This design comes from an exercise in tuning for small area and a short achievable clock period on the open sky130 flow, not from production work.
RTL that was checked went through simulation tests only; none was proved equivalent to the original.

## west
==> flow/design.v (excerpt) <==
module cpu( 
    input clk,                           
    input RST,                           
    output [23:0] AB,                    
    output sync,                         
    input [7:0] DI,                      
    output reg [7:0] DO,                 
    output WE,                           
    input IRQ,                           
    input NMI,                           
    input RDY,                           
    input debug );
clock: 11.0 ns
lec_check: 0
abc_area: 1
cap_margin: 20
core_margin: 2
core_utilization: 40
cts_buf_list: sky130_fd_sc_hd__clkbuf_8
cts_cluster_diameter: 60
cts_cluster_size: 14
place_density: 0.6
setup_slack_margin: 4
slew_margin: 20
run.sh (not shown) runs the stock make flow with config.mk's settings and CLKGATE_MAP_FILE= SYNTH_SCRIPT=/design/flow/synth_recipe.tcl, a recipe that flattens the netlist after the stock synthesis.
[inputs] south vs west
--- a/flow/design.v
+++ b/flow/design.v
@@ -667,23 +667,23 @@
         4'b010?: cond = ~V;
         4'b011?: cond =  V;
         4'b1000: cond =  1;
         4'b1001: cond = ~C;
         4'b101?: cond =  C;
         4'b110?: cond = ~Z;
         4'b111?: cond =  Z;
     endcase
-reg [1:0] we_op;                         
-reg dr_di;
-reg [2:0] do_op;
-reg pull, push;
-reg hold_ld;                             
-reg [1:0] pc_op;                         
-reg rmw1;                                
+wire [20:0] bus_op = busop( state, rti, cond, DI[7] );
+wire [10:0] ab_op = bus_op[10:0];
+wire [1:0] we_op = bus_op[12:11];
+wire dr_di = bus_op[13];
+wire [2:0] do_op = bus_op[16:14];
+wire pull = bus_op[19];
+wire push = bus_op[20];
 wire [24:0] ir_dec = dec( IR, PREFIX[0] );
 wire [5:0] init_state = ir_dec[5:0];
 always @* begin
     next_state = state;
     if( RST )
         next_state = BRK4;
     else case( state )
         SYNC:  next_state = init_state;
@@ -795,24 +795,16 @@
     bs_S   <= ~nbus_op[5] & (nbus_op[4:3] == 2'b00);
     bs_PC  <= ~nbus_op[5] & (nbus_op[4:3] == 2'b01);
     bs_D24 <= ~nbus_op[5] & (nbus_op[4:3] == 2'b10) & nABWDTH;
     bs_D16 <= ~nbus_op[5] & (nbus_op[4:3] == 2'b10) & ~nABWDTH;
     bs_H   <= ~nbus_op[5] & (nbus_op[4:3] == 2'b11);
     ab_x   <= nbus_op[2:1];
     ab_h   <= nbus_op[10:9];
     ab_ci  <= nbus_op[0];
-    hold_ld <= nbus_op[8];
-    pc_op  <= nbus_op[7:6];
-    we_op  <= nbus_op[12:11];
-    dr_di  <= nbus_op[13];
-    do_op  <= nbus_op[16:14];
-    pull   <= nbus_op[19];
-    push   <= nbus_op[20];
-    rmw1   <= (next_state == RMW1);
     ab_bra <= (next_state == BRA0);
     ix_X   <= (nidx == SEL_X);
     ix_Y   <= (nidx == SEL_Y);
     src_X  <= (nop_dec[20:19] == SEL_X);
     src_Y  <= (nop_dec[20:19] == SEL_Y);
     src_A  <= (nop_dec[20:19] == SEL_A);
     alu_op <= nop_dec[16:8];
 end
@@ -906,22 +898,22 @@
 wire abl_co = abl_sum[8] ^ (x_op[0] & XY[8]);
 wire [15:0] abh_base = base[23:8];
 wire abh_down = (h_op == 2'b11);
 wire [23:0] abh_run = allones( { 8'h00, abh_base ^ {16{abh_down}} } );
 wire abh_flip = h_op[0] ^ (h_op[1] & abl_co);
 wire [15:0] abh = abh_base ^ ({16{abh_flip}} & abh_run[15:0]);
 assign AB = { abh, abl_sum[7:0] };
 always @(posedge clk)
-    if( hold_ld )
+    if( ab_op[8] )
         ab_hold <= AB;
 always @(posedge clk)
     if( RST )
         PC <= 24'hfffffa;
-    else case( pc_op )
+    else case( ab_op[7:6] )
         2'b01: PC <= AB + 1'b1;
         2'b10: PC <= 24'hfffff7;
         2'b11: PC <= 24'hfffffd;
       default:;
     endcase
 assign WE = we_op[0] | (we_op[1] & store);
 always @(posedge clk)
     if( dr_di ) begin
@@ -960,17 +952,17 @@
 wire [7:0] do_reg = bytesel( R, RWDTH, RBYTES );
 wire [7:0] do_rmw = (RWDTH == R_32) ? rmw_hi : rmw_lo;
 always @*
     case( do_op )
         DO_PCL: DO = PC[7:0];
         DO_PCH: DO = PC[15:8];
         DO_PC3: DO = PC[23:16];
         DO_PHP: DO = php ? P : do_reg;
-        default: DO = rmw1 ? do_rmw : do_reg;
+        default: DO = (state == RMW1) ? do_rmw : do_reg;
     endcase
 always @(posedge clk)
     case( state )
         RTS0: if( rti )                         N <= DI[7];
         SYNC: if( plp )                         N <= DI[7];
               else if( bit_isn )                N <= DI[7];
               else if( load | cmp )             N <= alu_N;
      default:;
[summary]
Compare south and west | area after synthesis lower: south
south ended up with ha_1 as its slowest cell on the critical path; west ended up with ha_4.
Layout overhead on the synthesized area in south is 0.30 points below west.
On mux share of post-synthesis cell area, south and west are neck and neck.
Taking west as the reference, in south clock-buffer cell count shrank by 1; final worst-path cycle share moved down; number of hold violations in the final report roughly the same.
south vs. west: wire length went down by about 0.8%; total non-filler cell area in the finished layout went down by 200 sq um; count of instances resized after the clock tree is built went up by about 4%.
The RTL of west was laid out without a check of its function.


## before
Another version of the RTL of cpu (not shown whole).
Size in the first run: roughly 3200 cells after synthesis, ~220 flip-flops, roughly 48 I/O pins, ~20000 µm² of cells after synthesis.
make LEC_CHECK=0 ABC_AREA=1 CAP_MARGIN=20 CORE_MARGIN=2 CORE_UTILIZATION=40 CTS_BUF_LIST=sky130_fd_sc_hd__clkbuf_8 PLACE_DENSITY=0.6 SETUP_SLACK_MARGIN=4 SLEW_MARGIN=20 finish   # period 11.0 ns
before | stages: all done | timing, DRC, antenna: all pass
Inputs modified between before and after:
diff --git a/flow/design.v b/flow/design.v
--- a/flow/design.v
+++ b/flow/design.v
@@ -638,21 +638,21 @@
     OP <= OP_next;
 wire [24:0] op_dec = dec( OP, PREFIX[0] );      
 wire [18:0] control = op_dec[24:6];
 wire [1:0] ins_type = control[18:17];
 wire adc_sbc = (ins_type == FLAG_ADD);
 wire cmp     = (ins_type == FLAG_CMP);
 wire bit_isn = (ins_type == FLAG_BIT);
 wire store = control[16];
 wire load = control[15];
 wire [1:0] reg_dst = control[12:11];
-reg [8:0] alu_op;                        
+wire [8:0] alu_op = control[10:2];
 wire shift = alu_op[8];
 wire clc = (OP == 8'h18);
 wire sec = (OP == 8'h38);
 wire cld = (OP == 8'hD8);
 wire sed = (OP == 8'hF8);
 wire cli = (OP == 8'h58);
 wire sei = (OP == 8'h78);
 wire rti = (OP == 8'h40);
 wire clv = (OP == 8'hB8);
 wire php = (OP == 8'h08) || (OP == 8'h00);
@@ -799,21 +799,20 @@
     bs_H   <= ~nbus_op[5] & (nbus_op[4:3] == 2'b11);
     ab_x   <= nbus_op[2:1];
     ab_h   <= nbus_op[10:9];
     ab_ci  <= nbus_op[0];
     ab_bra <= (next_state == BRA0);
     ix_X   <= (nidx == SEL_X);
     ix_Y   <= (nidx == SEL_Y);
     src_X  <= (nop_dec[20:19] == SEL_X);
     src_Y  <= (nop_dec[20:19] == SEL_Y);
     src_A  <= (nop_dec[20:19] == SEL_A);
-    alu_op <= nop_dec[16:8];
 end
 wire [23:0] R = ({24{src_X}} & XR) | ({24{src_Y}} & YR) | ({24{src_A}} & AR);
 wire [8:0] XY = ({9{ix_X}} & XR[8:0]) | ({9{ix_Y}} & YR[8:0]);
 reg [23:0] R_IN;
 reg [23:0] MEM;
 reg [23:0] alu_ai;
 reg [23:0] alu_bi;
 reg alu_ci;
 reg alu_si;
 reg [23:0] alu_out;
@@ -868,30 +867,24 @@
     if( reg_we && reg_dst == SEL_X )
         XR <= alu_out;
 always @(posedge clk)
     if( reg_we && reg_dst == SEL_Y )
         YR <= alu_out;
 always @(posedge clk)
     if( reg_we && reg_dst == SEL_A )
         AR <= alu_out;
     else if( variation )                 
         AR <= {16'h6502, R_16, AB_24, 4'h0};
-reg [15:0] s_run;
-integer si;
-always @* begin
-    s_run[0] = 1'b1;
-    for( si = 1; si < 16; si = si + 1 )
-        s_run[si] = s_run[si - 1] & (S[si - 1] ^ push);
-end
 always @(posedge clk)
-    if( txs )              S <= R[15:0];
-    else if( push | pull ) S <= S ^ s_run;
+    if( txs )       S <= R[15:0];
+    else if( push ) S <= S - 1'b1;
+    else if( pull ) S <= S + 1'b1;
 wire [23:0] base = ({24{bs_S}} & { 8'h00, S })
                  | ({24{bs_PC}} & PC)
                  | ({24{bs_D24}} & { DI, DR, D3 })
                  | ({24{bs_D16}} & { 8'h00, DI, DR })
                  | ({24{bs_H}} & ab_hold);
 wire [1:0] x_op = ab_bra ? { cond, 1'b0 } : ab_x;
 wire [1:0] h_op = ab_bra ? { cond, cond & DI[7] } : ab_h;
 wire [7:0] abl_a = (x_op == 2'b11) ? XY[7:0] : base[7:0];
 wire [7:0] abl_b = ((x_op == 2'b01) ? XY[7:0] : 8'h00) | (x_op[1] ? DI : 8'h00);
 wire [8:0] abl_sum = padd8( abl_a, abl_b, ab_ci );
@@ -929,35 +922,34 @@
     else if( w == R_16 ) bytesel = (n == 2'd1) ? x[7:0] : x[15:8];
     else bytesel = (n == 2'd2) ? x[7:0] : (n == 2'd1) ? x[15:8] : x[23:16];
 endfunction
 reg [8:0] rmw_in;
 always @*
     case( RWDTH )
         R_16: rmw_in = { DR[0], D3 };
         R_24: rmw_in = { D3[0], D4 };
         default: rmw_in = { 1'b0, DR };
     endcase
-wire [23:0] rmw_ones = allones( { 16'h0000, rmw_in[7:0] } );
-wire [23:0] rmw_zeros = allones( { 16'h0000, ~rmw_in[7:0] } );
-wire [7:0] rmw_inc = rmw_in[7:0] ^ rmw_ones[7:0];
-wire [7:0] rmw_dec = rmw_in[7:0] ^ rmw_zeros[7:0];
+wire rmw_si = C & alu_op[0];
+wire [7:0] rmw_sum = rmw_in[7:0] + ((alu_op[3:2] == 2'b10) ? 8'hff : 8'h00) + (alu_op[1:0] == 2'b01);
 reg [7:0] rmw_lo;                        
 reg [7:0] rmw_hi;                        
-always @*
-    case( OP[7:5] )
-        3'b000:  begin rmw_lo = { rmw_in[6:0], 1'b0 }; rmw_hi = 8'h00; end      
-        3'b001:  begin rmw_lo = { rmw_in[6:0], C };    rmw_hi = 8'h00; end      
-        3'b010:  begin rmw_lo = rmw_in[8:1];           rmw_hi = 8'h00; end      
-        3'b011:  begin rmw_lo = rmw_in[8:1];           rmw_hi = { C, 7'h00 }; end   
-        3'b110:  begin rmw_lo = rmw_dec;               rmw_hi = (DR == 8'h00) ? 8'hff : 8'h00; end   
-        default: begin rmw_lo = rmw_inc;               rmw_hi = 8'h00; end      
-    endcase
+always @* begin
+    if( alu_op[8] ) begin
+        rmw_lo = alu_op[7] ? rmw_in[8:1] : { rmw_in[6:0], rmw_si };
+        rmw_hi = alu_op[7] ? { rmw_si, 7'h00 } : 8'h00;
+    end
+    else begin
+        rmw_lo = rmw_sum;
+        rmw_hi = ((alu_op[3:2] == 2'b10) && (alu_op[1:0] != 2'b01) && (DR == 8'h00)) ? 8'hff : 8'h00;
+    end
+end
 wire [7:0] do_reg = bytesel( R, RWDTH, RBYTES );
 wire [7:0] do_rmw = (RWDTH == R_32) ? rmw_hi : rmw_lo;
 always @*
     case( do_op )
         DO_PCL: DO = PC[7:0];
         DO_PCH: DO = PC[15:8];
         DO_PC3: DO = PC[23:16];
         DO_PHP: DO = php ? P : do_reg;
         default: DO = (state == RMW1) ? do_rmw : do_reg;
     endcase
==> run notes <==
after closes out successfully: all stages finished, all timing, DRC and antenna checks passed. Looking at post-layout minimum cycle time, after sits above before. There was hardly any difference in die area between before and after.
Function not checked in before: the RTL went through the layout flow alone.

separate check: timing with driven ports:
No port has a modelled driver above. Below, the same layouts with a new extraction and two added sets of constraints. Step 1: set_driving_cell puts a clkbuf_16 on clk and a buf_2 on each other input, an assumption about the parent block. Step 2 moves the port delays by t, midway between the first and last clock arrival at a register: inputs arrive t later, outputs are due t later. That takes back most of the time a late clock gives input paths. a / b / c = ideal ports / drivers / drivers and shift; a / b = the first two.
run	t, ns	setup slack, ns	worst setup path at the end	worst register clock-pin slew, ns	pins driven straight from the clock port
west	0.701	3.941 / 3.901 / 3.901	input to output	0.10 / 0.10	1
south	0.696	4.127 / 4.107 / 4.107	input to output	0.10 / 0.10	1
before	0.688	4.082 / 4.059 / 4.059	input to output	0.07 / 0.07	1
after	0.676	3.994 / 3.963 / 3.963	input to output	0.07 / 0.07	1
After both steps every run listed still meets setup and hold. For west, which loses most, drivers alone change the setup slack by -0.040 ns; drivers and shift together by -0.040 ns.
